Source: an optimization exercise on an open RTL-to-GDS flow (aim: small area, a short achievable clock period and few clock cycles). Production flows keep margins and buffers that such runs may drop. The RTL was checked by simulation tests, not by an equivalence proof against the original design. No activity file was given, so power comes from the tool's default toggle rates.

==> job 1455: inputs <==
==> flow/design.v (excerpt) <==
module six_stage_pipeline #(parameter XLEN=32) (
	input logic clk,
	input logic reset,	 
	output logic [XLEN-1:0] imem_addr,
	input logic [31:0] imem_rdata,
	output logic [XLEN-1:0] dmem_addr,
	output logic [XLEN-1:0] dmem_wdata,
	output logic dmem_we,
	input logic [XLEN-1:0] dmem_rdata
);
clock: 12.0 ns
lec_check: 0
cap_margin: 20
core_margin: 2
core_utilization: 40
slew_margin: 20
standard.sh (not shown) runs the stock make flow with config.mk's settings and CLKGATE_MAP_FILE= SYNTH_SCRIPT=/design/flow/synth_recipe.tcl, a recipe that flattens the netlist after the stock synthesis.
==> flow/flow/run.sh <==
#!/bin/bash
# Layout flow: the standard ORFS flow (standard.sh, unchanged synthesis),
# with timing repair aimed below the clock period (setup margin), sizing not
# restricted to same-footprint cells, and ordinary buffers on the ports.
set -uo pipefail
MARGIN=${MARGIN:-8}
bash standard.sh SETUP_SLACK_MARGIN=$MARGIN MATCH_CELL_FOOTPRINT=0 \
	"BUFFER_PORTS_ARGS=-buffer_cell sky130_fd_sc_hd__buf_4" finish > standard.log 2>&1
==> job 3300 (differences from job 1455) <==
--- a/flow/design.v
+++ b/flow/design.v
@@ -13,18 +13,19 @@
 	input logic op_and,
 	output logic [31:0] result,
 	output logic [31:0] sum,
 	output logic eq,
 	output logic lt,
 	output logic ltu
 );
-	assign sum = a + (sub ? ~b : b) + {31'b0, sub};
+	logic no_borrow;
+	prefix_add #(.W(32)) adder(.a(a), .b(sub ? ~b : b), .ci(sub), .sum(sum), .co(no_borrow));
 	assign eq = (a == b);
-	assign ltu = (a < b);
-	assign lt = ($signed(a) < $signed(b));
+	assign ltu = !no_borrow;
+	assign lt = (a[31] != b[31]) ? a[31] : ltu;
 	logic [31:0] sh_in, sh_out, a_rev, sh_rev;
 	always_comb
 		for (int i = 0; i < 32; i++) begin
 			a_rev[i] = a[31 - i];
 			sh_rev[i] = sh_out[31 - i];
 		end
 	assign sh_in = op_sll ? a_rev : a;
@@ -88,22 +89,23 @@
 	always_ff @(posedge clk)
 		if (!reset)
 			written <= '0;
 		else
 			for (int i = 1; i < 32; i++)
 				if (write_en && rd_index == i[4:0])
 					written[i] <= 1'b1;
+	logic [31:1] sel1, sel2;
 	always_comb begin
 		rs1 = '0;
 		rs2 = '0;
 		for (int i = 1; i < 32; i++) begin
-			if (rs1_index == i[4:0] && written[i])
-				rs1 = registers[i];
-			if (rs2_index == i[4:0] && written[i])
-				rs2 = registers[i];
+			sel1[i] = rs1_index == i[4:0] && written[i];
+			sel2[i] = rs2_index == i[4:0] && written[i];
+			rs1 = rs1 | ({32{sel1[i]}} & registers[i]);
+			rs2 = rs2 | ({32{sel2[i]}} & registers[i]);
 		end
 	end
 endmodule
 module six_stage_pipeline #(parameter XLEN=32) (
 	input logic clk,
 	input logic reset,	 
 	output logic [XLEN-1:0] imem_addr,
@@ -113,31 +115,35 @@
 	output logic dmem_we,
 	input logic [XLEN-1:0] dmem_rdata
 );
 	localparam logic [6:0] OP_R = 7'b0110011, OP_I = 7'b0010011,
 		OP_LOAD = 7'b0000011, OP_STORE = 7'b0100011, OP_BRANCH = 7'b1100011,
 		OP_JAL = 7'b1101111, OP_JALR = 7'b1100111, OP_LUI = 7'b0110111,
 		OP_AUIPC = 7'b0010111;
-	logic [11:2] f_pc;
+	logic [11:2] f_pc_out, f_pc_n, f_pc, pc_next;
+	assign f_pc = ~f_pc_n;
 	logic d_valid;
 	logic [31:0] d_instr;
 	logic [11:2] d_pc;
 	logic [31:0] e_a, e_b, e_s;	 
 	logic e_fa, e_fb, e_fs;		 
-	logic e_rf_we, e_load, e_store, e_branch, e_jalr, e_jmis, e_jump, e_pred;
+	logic e_rf_we, e_load, e_store, e_jalr, e_jump;
+	logic e_c_eq, e_c_lt, e_c_ltu, e_c_k;	 
 	logic [11:2] e_alt;	 
-	logic [2:0] e_f3;
+	logic [1:0] e_jbase;	 
 	logic [4:0] e_rd;
 	logic e_sub, e_arith, e_add, e_sll, e_srl, e_slt, e_sltu, e_xor, e_or, e_and;
+	logic e_kill;	 
 	logic m_rf_we, m_load, m_store;
 	logic [4:0] m_rd;
 	logic [31:0] m_result, m_sdata;
+	logic [31:0] m_addr;	 
 	logic [31:0] wb_data;
 	assign wb_data = m_load ? dmem_rdata : m_result;
-	assign dmem_addr = m_result;
+	assign dmem_addr = m_addr;
 	assign dmem_wdata = m_sdata;
 	assign dmem_we = m_store;
 	logic [6:0] opcode;
 	logic [2:0] f3;
 	logic [4:0] rs1, rs2, rd;
 	assign opcode = d_instr[6:0];
 	assign f3 = d_instr[14:12];
@@ -177,18 +183,16 @@
 	assign stall = d_valid && e_load
 		&& ((uses_rs1 && e_rd == rs1) || (uses_rs2 && e_rd == rs2));
 	logic [11:2] d_target, d_pc_plus1;
 	logic d_pred;
 	assign d_pc_plus1 = d_pc + 1'b1;
 	assign d_target = d_pc + imm_bw;
 	assign d_pred = is_branch && (d_instr[31] || f3 == 3'b001);
-	logic jalr_in_d;
-	logic [11:0] d_jalr_sum;
-	assign jalr_in_d = !(e_rf_we && e_rd == rs1);
-	assign d_jalr_sum = rs1_val[11:0] + imm_i[11:0];
+	logic [11:0] d_jalr_base;
+	assign d_jalr_base = {f_pc, 2'b00} - imm_i[11:0];
 	logic [12:0] d_link;
 	assign d_link = {{1'b0, d_pc} + 11'd1, 2'b00};
 	logic e_fwd_ok;
 	assign e_fwd_ok = e_rf_we && !e_load;
 	logic [31:0] a, b, s, sum, alu_result;
 	logic eq, lt, ltu;
 	assign a = e_fa ? m_result : e_a;
@@ -196,83 +200,86 @@
 	assign s = e_fs ? m_result : e_s;
 	alu alu(
 		.a(a), .b(b),
 		.sub(e_sub), .arith(e_arith),
 		.op_add(e_add), .op_sll(e_sll), .op_srl(e_srl), .op_slt(e_slt),
 		.op_sltu(e_sltu), .op_xor(e_xor), .op_or(e_or), .op_and(e_and),
 		.result(alu_result), .sum(sum), .eq(eq), .lt(lt), .ltu(ltu));
-	logic taken, e_redirect;
+	logic e_redirect;
 	logic [11:2] e_target;
-	assign taken = (e_f3[2] ? (e_f3[1] ? ltu : lt) : eq) ^ e_f3[0];
-	assign e_redirect = e_jalr || e_jmis || (e_branch && (taken != e_pred));
+	assign e_redirect = !e_kill && ((e_jalr && a[11:0] != {e_alt, e_jbase})
+		|| (e_c_eq && (eq != e_c_k)) || (e_c_lt && (lt != e_c_k))
+		|| (e_c_ltu && (ltu != e_c_k)));
 	assign e_target = e_jalr ? sum[11:2] : e_alt;
 	logic f_jal, f_br, f_jalr, f_pred;
 	logic [11:2] f_target, f_tgt_j, f_tgt_b, f_tgt_r, ras;
 	assign f_jal = imem_rdata[6:0] == OP_JAL;
 	assign f_br = imem_rdata[6:0] == OP_BRANCH;
 	assign f_jalr = imem_rdata[6:0] == OP_JALR;
 	assign f_pred = f_jal || f_jalr || (f_br && (imem_rdata[31] || imem_rdata[14:12] == 3'b001));
 	prefix_add #(.W(10)) f_add_j(.a(f_pc), .b({imem_rdata[20], imem_rdata[30:22]}),
 		.ci(1'b0), .sum(f_tgt_j), .co());
 	prefix_add #(.W(10)) f_add_b(.a(f_pc), .b({imem_rdata[7], imem_rdata[30:25], imem_rdata[11:9]}),
 		.ci(1'b0), .sum(f_tgt_b), .co());
 	prefix_add #(.W(10)) f_add_r(.a(ras), .b(imem_rdata[31:22]),
 		.ci(1'b0), .sum(f_tgt_r), .co());
-	assign f_target = imem_rdata[3] ? f_tgt_j : imem_rdata[2] ? f_tgt_r : f_tgt_b;
+	assign f_target = ({10{f_jal}} & f_tgt_j) | ({10{f_jalr}} & f_tgt_r)
+		| ({10{f_br}} & f_tgt_b);
 	always_ff @(posedge clk)
 		if (!reset)
 			ras <= 0;
 		else if (f_jal && imem_rdata[11:7] == 5'd1)
 			ras <= f_pc + 1'b1;
+	logic [11:2] pc_seq, pc_f;
+	logic e_sel, f_take;
+	assign pc_seq = stall ? f_pc : f_pc + 1'b1;
+	assign f_take = f_pred && !stall;
+	assign pc_f = f_take ? f_target : pc_seq;
+	assign e_sel = e_redirect || !reset;
+	assign pc_next = e_sel ? (e_target & {10{reset}}) : pc_f;
 	always_ff @(posedge clk) begin: fetch
-		if (!reset)
-			f_pc <= 0;
-		else if (e_redirect)
-			f_pc <= e_target;
-		else if (stall)
-			f_pc <= f_pc;
-		else if (f_pred)
-			f_pc <= f_target;
-		else
-			f_pc <= f_pc + 1'b1;
+		f_pc_out <= pc_next;
+		f_pc_n <= ~pc_next;
 	end
 	always_ff @(posedge clk) begin: f_to_d
 		if (!reset || e_redirect)
 			d_valid <= 0;
 		else if (!stall)
 			d_valid <= 1;
 		if (!stall) begin
 			d_instr <= imem_rdata;
 			d_pc <= f_pc;
 		end
 	end
 	logic go;
-	assign go = reset && d_valid && !stall && !e_redirect;
+	assign go = reset && d_valid && !stall;
 	always_ff @(posedge clk) begin: d_to_e
 		e_rf_we <= go && writes_rd;
 		e_load <= go && is_load && rd != 0;
 		e_store <= go && is_store;
-		e_branch <= go && is_branch;
-		e_jalr <= go && is_jalr && !jalr_in_d;
-		e_jmis <= go && is_jalr && jalr_in_d && d_jalr_sum[11:2] != f_pc;
-		e_alt <= is_jalr ? d_jalr_sum[11:2] : d_pred ? d_pc_plus1 : d_target;
+		e_c_eq <= go && is_branch && f3[2] == 1'b0;
+		e_c_lt <= go && is_branch && f3[2:1] == 2'b10;
+		e_c_ltu <= go && is_branch && f3[2:1] == 2'b11;
+		e_c_k <= d_pred ^ f3[0];
+		e_jalr <= go && is_jalr;
+		e_alt <= is_jalr ? d_jalr_base[11:2] : d_pred ? d_pc_plus1 : d_target;
+		e_jbase <= d_jalr_base[1:0];
 		e_jump <= is_jal || is_jalr;
-		e_pred <= d_pred;
-		e_f3 <= f3;
 		e_rd <= rd;
 		e_a <= is_lui ? 32'b0 : is_auipc ? {20'b0, d_pc, 2'b00} : rs1_val;
 		e_b <= (is_r || is_branch) ? rs2_val
 			: is_store ? imm_s
 			: (is_lui || is_auipc) ? imm_u
 			: imm_i;
 		e_s <= is_store ? rs2_val : {19'b0, d_link};
 		e_fa <= e_fwd_ok && uses_rs1 && e_rd == rs1;
 		e_fb <= e_fwd_ok && (is_r || is_branch) && e_rd == rs2;
 		e_fs <= e_fwd_ok && is_store && e_rd == rs2;
-		e_sub <= is_r && f3 == 3'b000 && d_instr[30];
+		e_sub <= (is_r && f3 == 3'b000 && d_instr[30]) || ((is_r || is_i) && f3[2:1] == 2'b01)
+			|| is_branch;
 		e_arith <= (is_r || is_i) && f3 == 3'b101 && d_instr[30];
 		e_add <= ((is_r || is_i) && f3 == 3'b000) || is_load || is_store
 			|| is_jalr || is_lui || is_auipc;
 		e_sll <= (is_r || is_i) && f3 == 3'b001;
 		e_slt <= (is_r || is_i) && f3 == 3'b010;
 		e_sltu <= (is_r || is_i) && f3 == 3'b011;
 		e_xor <= (is_r || is_i) && f3 == 3'b100;
@@ -282,17 +289,19 @@
 	end
 	always_ff @(posedge clk) begin: e_to_m
 		if (!reset) begin
 			m_rf_we <= 0;
 			m_load <= 0;
 			m_store <= 0;
 		end else begin
-			m_rf_we <= e_rf_we;
-			m_load <= e_load;
-			m_store <= e_store;
+			m_rf_we <= e_rf_we && !e_kill;
+			m_load <= e_load && !e_kill;
+			m_store <= e_store && !e_kill;
 		end
 		m_rd <= e_rd;
 		m_result <= e_jump ? e_s : alu_result;
 		m_sdata <= s;
+		m_addr <= sum;
+		e_kill <= e_redirect;
 	end
-	assign imem_addr = {20'b0, f_pc, 2'b00};
+	assign imem_addr = {20'b0, f_pc_out, 2'b00};
 endmodule
==> flow/flow/run.sh (replaced) <==
#!/bin/bash
# Layout flow: the standard ORFS flow (standard.sh, unchanged synthesis),
# with timing repair aimed below the clock period (setup margin), sizing not
# restricted to same-footprint cells, ordinary buffers on the ports and larger clock-tree
# sink clusters (fewer clock buffers).
set -uo pipefail
MARGIN=${MARGIN:-8.3}
bash standard.sh SETUP_SLACK_MARGIN=$MARGIN MATCH_CELL_FOOTPRINT=0 \
	"BUFFER_PORTS_ARGS=-buffer_cell sky130_fd_sc_hd__buf_4" \
	CTS_CLUSTER_SIZE=25 CTS_CLUSTER_DIAMETER=70 finish > standard.log 2>&1
Settings changed: CORE_UTILIZATION 40 to 60.
==> job 3742 (differences from job 1455) <==
--- a/flow/design.v
+++ b/flow/design.v
@@ -32,45 +32,14 @@
 	assign result = ({32{op_add}} & sum)
 		| ({32{op_sll}} & sh_rev)
 		| ({32{op_srl}} & sh_out)
 		| {31'b0, (op_slt & lt) | (op_sltu & ltu)}
 		| ({32{op_xor}} & (a ^ b))
 		| ({32{op_or}} & (a | b))
 		| ({32{op_and}} & (a & b));
-endmodule
-module prefix_add #(parameter W = 10) (
-	input logic [W-1:0] a,
-	input logic [W-1:0] b,
-	input logic ci,
-	output logic [W-1:0] sum,
-	output logic co
-);
-	localparam int L = (W > 32) ? 6 : (W > 16) ? 5 : (W > 8) ? 4 : (W > 4) ? 3 : (W > 2) ? 2 : 1;
-	logic [W-1:0] g [0:L];
-	logic [W-1:0] p [0:L];
-	logic [W-1:0] c;
-	assign g[0] = a & b;
-	assign p[0] = a ^ b;
-	for (genvar k = 0; k < L; k++) begin: level
-		for (genvar i = 0; i < W; i++) begin: bit_
-			if (i >= (1 << k)) begin: merge
-				assign g[k+1][i] = g[k][i] | (p[k][i] & g[k][i - (1 << k)]);
-				assign p[k+1][i] = p[k][i] & p[k][i - (1 << k)];
-			end else begin: pass
-				assign g[k+1][i] = g[k][i];
-				assign p[k+1][i] = p[k][i];
-			end
-		end
-	end
-	assign c[0] = ci;
-	for (genvar i = 1; i < W; i++) begin: carry
-		assign c[i] = g[L][i-1] | (p[L][i-1] & ci);
-	end
-	assign sum = p[0] ^ c;
-	assign co = g[L][W-1] | (p[L][W-1] & ci);
 endmodule
 module register_file (
 	input logic clk,
 	input logic reset,	 
 	input logic [4:0] rs1_index,
 	input logic [4:0] rs2_index,
 	input logic [4:0] rd_index,
@@ -119,16 +88,15 @@
 		OP_AUIPC = 7'b0010111;
 	logic [11:2] f_pc;
 	logic d_valid;
 	logic [31:0] d_instr;
 	logic [11:2] d_pc;
 	logic [31:0] e_a, e_b, e_s;	 
 	logic e_fa, e_fb, e_fs;		 
-	logic e_rf_we, e_load, e_store, e_branch, e_jalr, e_jmis, e_jump, e_pred;
-	logic [11:2] e_alt;	 
+	logic e_rf_we, e_load, e_store, e_branch, e_jalr, e_jump, e_pred;
 	logic [2:0] e_f3;
 	logic [4:0] e_rd;
 	logic e_sub, e_arith, e_add, e_sll, e_srl, e_slt, e_sltu, e_xor, e_or, e_and;
 	logic m_rf_we, m_load, m_store;
 	logic [4:0] m_rd;
 	logic [31:0] m_result, m_sdata;
 	logic [31:0] wb_data;
@@ -173,22 +141,19 @@
 		.rs1(rf_rs1), .rs2(rf_rs2));
 	assign rs1_val = (m_rf_we && m_rd == rs1) ? wb_data : rf_rs1;
 	assign rs2_val = (m_rf_we && m_rd == rs2) ? wb_data : rf_rs2;
 	logic stall;
 	assign stall = d_valid && e_load
 		&& ((uses_rs1 && e_rd == rs1) || (uses_rs2 && e_rd == rs2));
 	logic [11:2] d_target, d_pc_plus1;
-	logic d_pred;
+	logic d_pred, d_redirect;
 	assign d_pc_plus1 = d_pc + 1'b1;
-	assign d_target = d_pc + imm_bw;
-	assign d_pred = is_branch && (d_instr[31] || f3 == 3'b001);
-	logic jalr_in_d;
-	logic [11:0] d_jalr_sum;
-	assign jalr_in_d = !(e_rf_we && e_rd == rs1);
-	assign d_jalr_sum = rs1_val[11:0] + imm_i[11:0];
+	assign d_target = d_pc + (is_jal ? imm_jw : imm_bw);
+	assign d_pred = is_branch && d_instr[31];
+	assign d_redirect = d_valid && !stall && (is_jal || d_pred);
 	logic [12:0] d_link;
 	assign d_link = {{1'b0, d_pc} + 11'd1, 2'b00};
 	logic e_fwd_ok;
 	assign e_fwd_ok = e_rf_we && !e_load;
 	logic [31:0] a, b, s, sum, alu_result;
 	logic eq, lt, ltu;
 	assign a = e_fa ? m_result : e_a;
@@ -199,48 +164,30 @@
 		.sub(e_sub), .arith(e_arith),
 		.op_add(e_add), .op_sll(e_sll), .op_srl(e_srl), .op_slt(e_slt),
 		.op_sltu(e_sltu), .op_xor(e_xor), .op_or(e_or), .op_and(e_and),
 		.result(alu_result), .sum(sum), .eq(eq), .lt(lt), .ltu(ltu));
 	logic taken, e_redirect;
 	logic [11:2] e_target;
 	assign taken = (e_f3[2] ? (e_f3[1] ? ltu : lt) : eq) ^ e_f3[0];
-	assign e_redirect = e_jalr || e_jmis || (e_branch && (taken != e_pred));
-	assign e_target = e_jalr ? sum[11:2] : e_alt;
-	logic f_jal, f_br, f_jalr, f_pred;
-	logic [11:2] f_target, f_tgt_j, f_tgt_b, f_tgt_r, ras;
-	assign f_jal = imem_rdata[6:0] == OP_JAL;
-	assign f_br = imem_rdata[6:0] == OP_BRANCH;
-	assign f_jalr = imem_rdata[6:0] == OP_JALR;
-	assign f_pred = f_jal || f_jalr || (f_br && (imem_rdata[31] || imem_rdata[14:12] == 3'b001));
-	prefix_add #(.W(10)) f_add_j(.a(f_pc), .b({imem_rdata[20], imem_rdata[30:22]}),
-		.ci(1'b0), .sum(f_tgt_j), .co());
-	prefix_add #(.W(10)) f_add_b(.a(f_pc), .b({imem_rdata[7], imem_rdata[30:25], imem_rdata[11:9]}),
-		.ci(1'b0), .sum(f_tgt_b), .co());
-	prefix_add #(.W(10)) f_add_r(.a(ras), .b(imem_rdata[31:22]),
-		.ci(1'b0), .sum(f_tgt_r), .co());
-	assign f_target = imem_rdata[3] ? f_tgt_j : imem_rdata[2] ? f_tgt_r : f_tgt_b;
-	always_ff @(posedge clk)
-		if (!reset)
-			ras <= 0;
-		else if (f_jal && imem_rdata[11:7] == 5'd1)
-			ras <= f_pc + 1'b1;
+	assign e_redirect = e_jalr || (e_branch && (taken != e_pred));
+	assign e_target = e_jalr ? sum[11:2] : e_s[11:2];
 	always_ff @(posedge clk) begin: fetch
 		if (!reset)
 			f_pc <= 0;
 		else if (e_redirect)
 			f_pc <= e_target;
 		else if (stall)
 			f_pc <= f_pc;
-		else if (f_pred)
-			f_pc <= f_target;
+		else if (d_redirect)
+			f_pc <= d_target;
 		else
 			f_pc <= f_pc + 1'b1;
 	end
 	always_ff @(posedge clk) begin: f_to_d
-		if (!reset || e_redirect)
+		if (!reset || e_redirect || d_redirect)
 			d_valid <= 0;
 		else if (!stall)
 			d_valid <= 1;
 		if (!stall) begin
 			d_instr <= imem_rdata;
 			d_pc <= f_pc;
 		end
@@ -248,27 +195,27 @@
 	logic go;
 	assign go = reset && d_valid && !stall && !e_redirect;
 	always_ff @(posedge clk) begin: d_to_e
 		e_rf_we <= go && writes_rd;
 		e_load <= go && is_load && rd != 0;
 		e_store <= go && is_store;
 		e_branch <= go && is_branch;
-		e_jalr <= go && is_jalr && !jalr_in_d;
-		e_jmis <= go && is_jalr && jalr_in_d && d_jalr_sum[11:2] != f_pc;
-		e_alt <= is_jalr ? d_jalr_sum[11:2] : d_pred ? d_pc_plus1 : d_target;
+		e_jalr <= go && is_jalr;
 		e_jump <= is_jal || is_jalr;
 		e_pred <= d_pred;
 		e_f3 <= f3;
 		e_rd <= rd;
 		e_a <= is_lui ? 32'b0 : is_auipc ? {20'b0, d_pc, 2'b00} : rs1_val;
 		e_b <= (is_r || is_branch) ? rs2_val
 			: is_store ? imm_s
 			: (is_lui || is_auipc) ? imm_u
 			: imm_i;
-		e_s <= is_store ? rs2_val : {19'b0, d_link};
+		e_s <= is_store ? rs2_val
+			: is_branch ? {20'b0, d_pred ? d_pc_plus1 : d_target, 2'b00}
+			: {19'b0, d_link};
 		e_fa <= e_fwd_ok && uses_rs1 && e_rd == rs1;
 		e_fb <= e_fwd_ok && (is_r || is_branch) && e_rd == rs2;
 		e_fs <= e_fwd_ok && is_store && e_rd == rs2;
 		e_sub <= is_r && f3 == 3'b000 && d_instr[30];
 		e_arith <= (is_r || is_i) && f3 == 3'b101 && d_instr[30];
 		e_add <= ((is_r || is_i) && f3 == 3'b000) || is_load || is_store
 			|| is_jalr || is_lui || is_auipc;
==> flow/run.sh (new file) <==
#!/bin/bash
# synth_recipe.tcl (not shown) runs the flow's synth.tcl, then flattens the netlist and writes it again
# the make line also repeats each setting of config.mk as NAME=value (left out here)
make -C /OpenROAD-flow-scripts/flow DESIGN_CONFIG=/design/flow/config.mk WORK_HOME=/design/flow/orfs CLKGATE_MAP_FILE= SYNTH_SCRIPT=/design/flow/synth_recipe.tcl finish
removed: flow/flow/run.sh
removed: flow/standard.sh
==> summary of the runs <==
Clock skew: job 3742 < job 3300 < job 1455. Of job 3300 and job 3742, job 3300 has the higher global-route usage (gap 24 points). Flip-flop and latch count, highest first: job 3300, job 1455, job 3742. First-iteration DRC count, lowest first: job 3742, job 1455, job 3300. Critical path depth: job 1455 > job 3300 > job 3742. Of job 1455 and job 3300, job 3300 has the higher register-to-register slack (gap 1400 ps). Non-clock buffer count: job 3742 < job 1455 < job 3300.
==> figures <==
Outcome: job 3300 finished clean; job 1455 finished clean; job 3742 finished clean
Fill cell instance count of the final layout: job 3300 7,391; job 1455 14,100; job 3742 13,940
VDD IR max: job 3300 160.0 µV; job 1455 153.1 µV; job 3742 198.0 µV
Data required time of the worst path: job 3300 12,600 ps; job 1455 12,660 ps; job 3742 12,680 ps
Layout Utilization: job 3300 68.60%; job 1455 47.68%; job 3742 45.73%
Hold path depth: job 3300 0; job 1455 2; job 3742 0
Number of global-route vias before repair: job 3300 50,230; job 1455 50,310; job 3742 46,160
Count of buffers not belonging to the clock network in the layout: job 3300 428; job 1455 414; job 3742 300
Starting density of the core: job 3300 60.23%; job 1455 40.27%; job 3742 40.13%
Relative area of clock buffers and inverters in the final design: job 3300 3.773%; job 1455 6.131%; job 3742 6.818%
Portion of the post-synthesis area used by sequential elements: job 3300 59.68%; job 1455 56.88%; job 3742 58.13%
Switching share of total power: job 3300 24.21%; job 1455 23.51%; job 3742 22.58%
Number of buffers inserted by post-CTS setup repair: job 3300 104; job 1455 84; job 3742 0
Cell repeated most along the worst path: job 3300 buf_12; job 1455 -; job 3742 nor2_1
Layout Cells excl Fill: job 3300 6,562; job 1455 7,940; job 3742 7,491
Testbench counts of job 1455, summed over its fixed seeds: cycles 94,669.
Testbench counts of job 3300, summed over its fixed seeds: cycles 94,669.
Testbench counts of job 3742, summed over its fixed seeds: cycles 107,691.

afterwards: timing with drivers on the ports:
How much do the figures lean on ideal ports? The routed layouts below were timed once more, with nothing changed but the port constraints.
Step 1 assumes that a clkbuf_16 drives the clock port and a buf_2 every other input.
Step 2 adds t to the input delays and takes it off the output delays; t is the mean of the earliest and latest rising clock arrival at the registers after step 1. Input paths then give back, and output paths get back, about the clock's delay inside the block.
Three values: ideal ports, drivers, drivers and shift; two values: the first two.
run	t (ns)	slack for setup (ns)	worst hold slack (ns)	worst setup path at the end	clock arrival spread, ns
job 1455	0.881	6.694 / 6.694 / 6.108	0.439 / 0.439 / 0.439	input to register	0.077 / 0.077
job 3300	0.798	8.099 / 8.099 / 7.374	0.402 / 0.402 / 0.402	input to register	0.065 / 0.065
job 3742	0.852	6.526 / 6.526 / 6.526	0.409 / 0.409 / 0.409	register to register	0.049 / 0.050
After both steps setup and hold are still met in every run listed. For job 3300, which loses most, drivers alone change the setup slack by 0.000 ns; drivers and shift together by -0.725 ns.
